This design comes from an exercise in tuning for small area, a short achievable clock period and few clock cycles on the open sky130 flow, not from production work. In this exercise RTL edits were held to simulation tests only and were not proved equivalent to the original. Power is estimated from default activity; no workload was simulated.

Design riscv_pipeline, start of the top module:
module riscv_pipeline #(
    parameter DATA_WIDTH = 32,
    parameter ADDR_WIDTH = 32
) (
    input  logic                        clk,
    input  logic                        rst_n,
    output logic [ADDR_WIDTH-1:0]       imem_addr,
    input  logic [DATA_WIDTH-1:0]       imem_rdata,
    output logic [ADDR_WIDTH-1:0]       dmem_addr,
    output logic [DATA_WIDTH-1:0]       dmem_wdata,
    output logic                        dmem_we,
    output logic                        dmem_re,
    input  logic [DATA_WIDTH-1:0]       dmem_rdata,
    output logic                        wb_valid,
    output logic [4:0]                  wb_rd,
    output logic [DATA_WIDTH-1:0]       wb_data
);
Size: roughly 5100 cells after synthesis, about 200 I/O pins, about 62000 µm² of cells after synthesis.
export LEC_CHECK = 0
export CAP_MARGIN = 20
export CORE_MARGIN = 2
export CORE_UTILIZATION = 50
export PLACE_DENSITY = 0.65
export SLEW_MARGIN = 20
create_clock -name core_clock -period 12.0 [get_ports {clk}]
standard.sh (not shown) runs the stock make flow with config.mk's settings and CLKGATE_MAP_FILE= SYNTH_SCRIPT=/design/flow/synth_recipe.tcl, a recipe that flattens the netlist after the stock synthesis.
==> flow/flow/run.sh <==
#!/bin/bash
set -euo pipefail
ARGS=()
while IFS= read -r line; do
  [[ -z "$line" || "$line" == \#* ]] && continue
  ARGS+=("$line")
done < flow/knobs.txt
bash standard.sh "${ARGS[@]}" finish > standard_flow.log 2>&1
==> flow/flow/knobs.txt <==
SETUP_SLACK_MARGIN=7.8
CTS_BUF_LIST=sky130_fd_sc_hd__clkbuf_4 sky130_fd_sc_hd__clkbuf_8
BUFFER_PORTS_ARGS=-buffer_cell sky130_fd_sc_hd__buf_2
The first run passed the timing, DRC and antenna checks.
Testbench counts at the start, summed over its fixed seeds: cycles 33,074.
Change:
==> flow/flow/knobs.txt (replaced) <==
SETUP_SLACK_MARGIN=7.8
CTS_ARGS=-sink_clustering_enable -repair_clock_nets -dont_use_dummy_load -buf_list {sky130_fd_sc_hd__clkbuf_4 sky130_fd_sc_hd__clkbuf_8}
BUFFER_PORTS_ARGS=-buffer_cell sky130_fd_sc_hd__buf_2
CORE_UTILIZATION = 55   (was 50)
PLACE_DENSITY = 0.68   (was 0.65)
Effect: The new run finished with timing, DRC and antenna clean; clock-buffer cell count is lower by 86; worst setup slack improves by 0.050 ns; sequential share of layout area is higher by 1.2 points; utilization is higher by 4.2 points.
Change:
==> flow/flow/run.sh (replaced) <==
#!/bin/bash
set -euo pipefail
ARGS=()
while IFS= read -r line; do
  [[ -z "$line" || "$line" == \#* ]] && continue
  ARGS+=("${line//@FLOW@/$PWD/flow}")
done < flow/knobs.txt
bash standard.sh "${ARGS[@]}" finish > standard_flow.log 2>&1
==> flow/flow/knobs.txt (replaced) <==
SETUP_SLACK_MARGIN=7.6
CTS_ARGS=-sink_clustering_enable -repair_clock_nets -dont_use_dummy_load -buf_list {sky130_fd_sc_hd__clkbuf_4 sky130_fd_sc_hd__clkbuf_8}
BUFFER_PORTS_ARGS=-buffer_cell sky130_fd_sc_hd__buf_2
LAYER_PARASITICS_FILE=@FLOW@/setRC_pess.tcl
==> flow/flow/setRC_pess.tcl (new file) <==
# The platform's layer RC (platforms/sky130hd/setRC.tcl) with the wire
# resistance and capacitance raised by 30%, for the placement and repair
# estimates only: the estimates from placement and global routing fall short
# of the parasitics extracted from the routed layout, so the repairs aim a
# little past them.
set_layer_rc -layer li1 -capacitance [expr 1.3 * 1.499e-04] -resistance [expr 1.3 * 7.176e-02]
set_layer_rc -layer met1 -capacitance [expr 1.3 * 1.72375E-04] -resistance [expr 1.3 * 8.929e-04]
set_layer_rc -layer met2 -capacitance [expr 1.3 * 1.36233E-04] -resistance [expr 1.3 * 8.929e-04]
set_layer_rc -layer met3 -capacitance [expr 1.3 * 2.14962E-04] -resistance [expr 1.3 * 1.567e-04]
set_layer_rc -layer met4 -capacitance [expr 1.3 * 1.48128E-04] -resistance [expr 1.3 * 1.567e-04]
set_layer_rc -layer met5 -capacitance [expr 1.3 * 1.54087E-04] -resistance [expr 1.3 * 1.781e-05]

set_layer_rc -via mcon -resistance 9.249146E-3
set_layer_rc -via via -resistance 4.5E-3
set_layer_rc -via via2 -resistance 3.368786E-3
set_layer_rc -via via3 -resistance 0.376635E-3
set_layer_rc -via via4 -resistance 0.00580E-3

set_wire_rc -signal -layer met1
set_wire_rc -clock -layer met3
CORE_UTILIZATION = 50   (was 55)
PLACE_DENSITY = 0.65   (was 0.68)
=>
- The new run produced a clean layout
- routed wire length came out higher by 3.2%
- non-clock buffer count came out higher by 79
- via count came out higher by 0.41%
- cell count came out higher by 3.7%
- fmax came out lower by 0.43%
- combinational power came out higher by about 3%
- clock power came out higher by 9.2%
- count of clock-buffer cells in the layout came out higher by 31
- global-route usage came out lower by 3.0 points
- sequential share of layout area came out lower by 0.87 points
Change:
==> flow/flow/run.sh (replaced) <==
#!/bin/bash
set -euo pipefail
ARGS=()
while IFS= read -r line; do
  [[ -z "$line" || "$line" == \#* ]] && continue
  ARGS+=("$line")
done < flow/knobs.txt
bash standard.sh "${ARGS[@]}" finish > standard_flow.log 2>&1
==> flow/flow/knobs.txt (replaced) <==
SETUP_SLACK_MARGIN=7.8
CTS_ARGS=-sink_clustering_enable -repair_clock_nets -dont_use_dummy_load -buf_list {sky130_fd_sc_hd__clkbuf_4 sky130_fd_sc_hd__clkbuf_8}
BUFFER_PORTS_ARGS=-buffer_cell sky130_fd_sc_hd__buf_2
removed: flow/flow/setRC_pess.tcl
- maximum frequency stays flat
- first-iteration DRC count rose by a few percent
- routed wire length fell slightly
- cell area drops slightly
- core utilization falls by 0.69 points
- synthesized area stays the same
- critical path depth shrinks by 3
- worst hold slack is about the same
- via count fell slightly

separate check: timing with driven ports:
No port has a modelled driver above. Below, the same layouts with a new extraction and two added sets of constraints.
Step 1 assumes that a clkbuf_16 drives the clock port and a buf_2 every other input.
Step 2 also shifts input and output timing later by t, the mid clock arrival at the registers, as if the neighbouring blocks saw the same clock.
Three values: no drivers, after step 1, after step 2; two values: the first two.
| run | t (ns) | setup slack, ns | worst setup path after step 2 | clock arrival spread, ns |
|---|---|---|---|---|
| the first run | 1.029 | 7.576 / 7.627 / 6.598 | input to register | 0.076 / 0.076 |
| the second run | 0.960 | 7.626 / 7.675 / 6.715 | input to register | 0.116 / 0.117 |
| the third run | 1.022 | 7.607 / 7.624 / 6.602 | input to register | 0.193 / 0.194 |
| the fourth run | 1.008 | 7.600 / 7.653 / 6.646 | input to register | 0.118 / 0.117 |
After both steps every run listed still meets setup and hold. For the third run, which loses most, drivers alone change the setup slack by +0.017 ns; drivers and shift together by -1.005 ns.
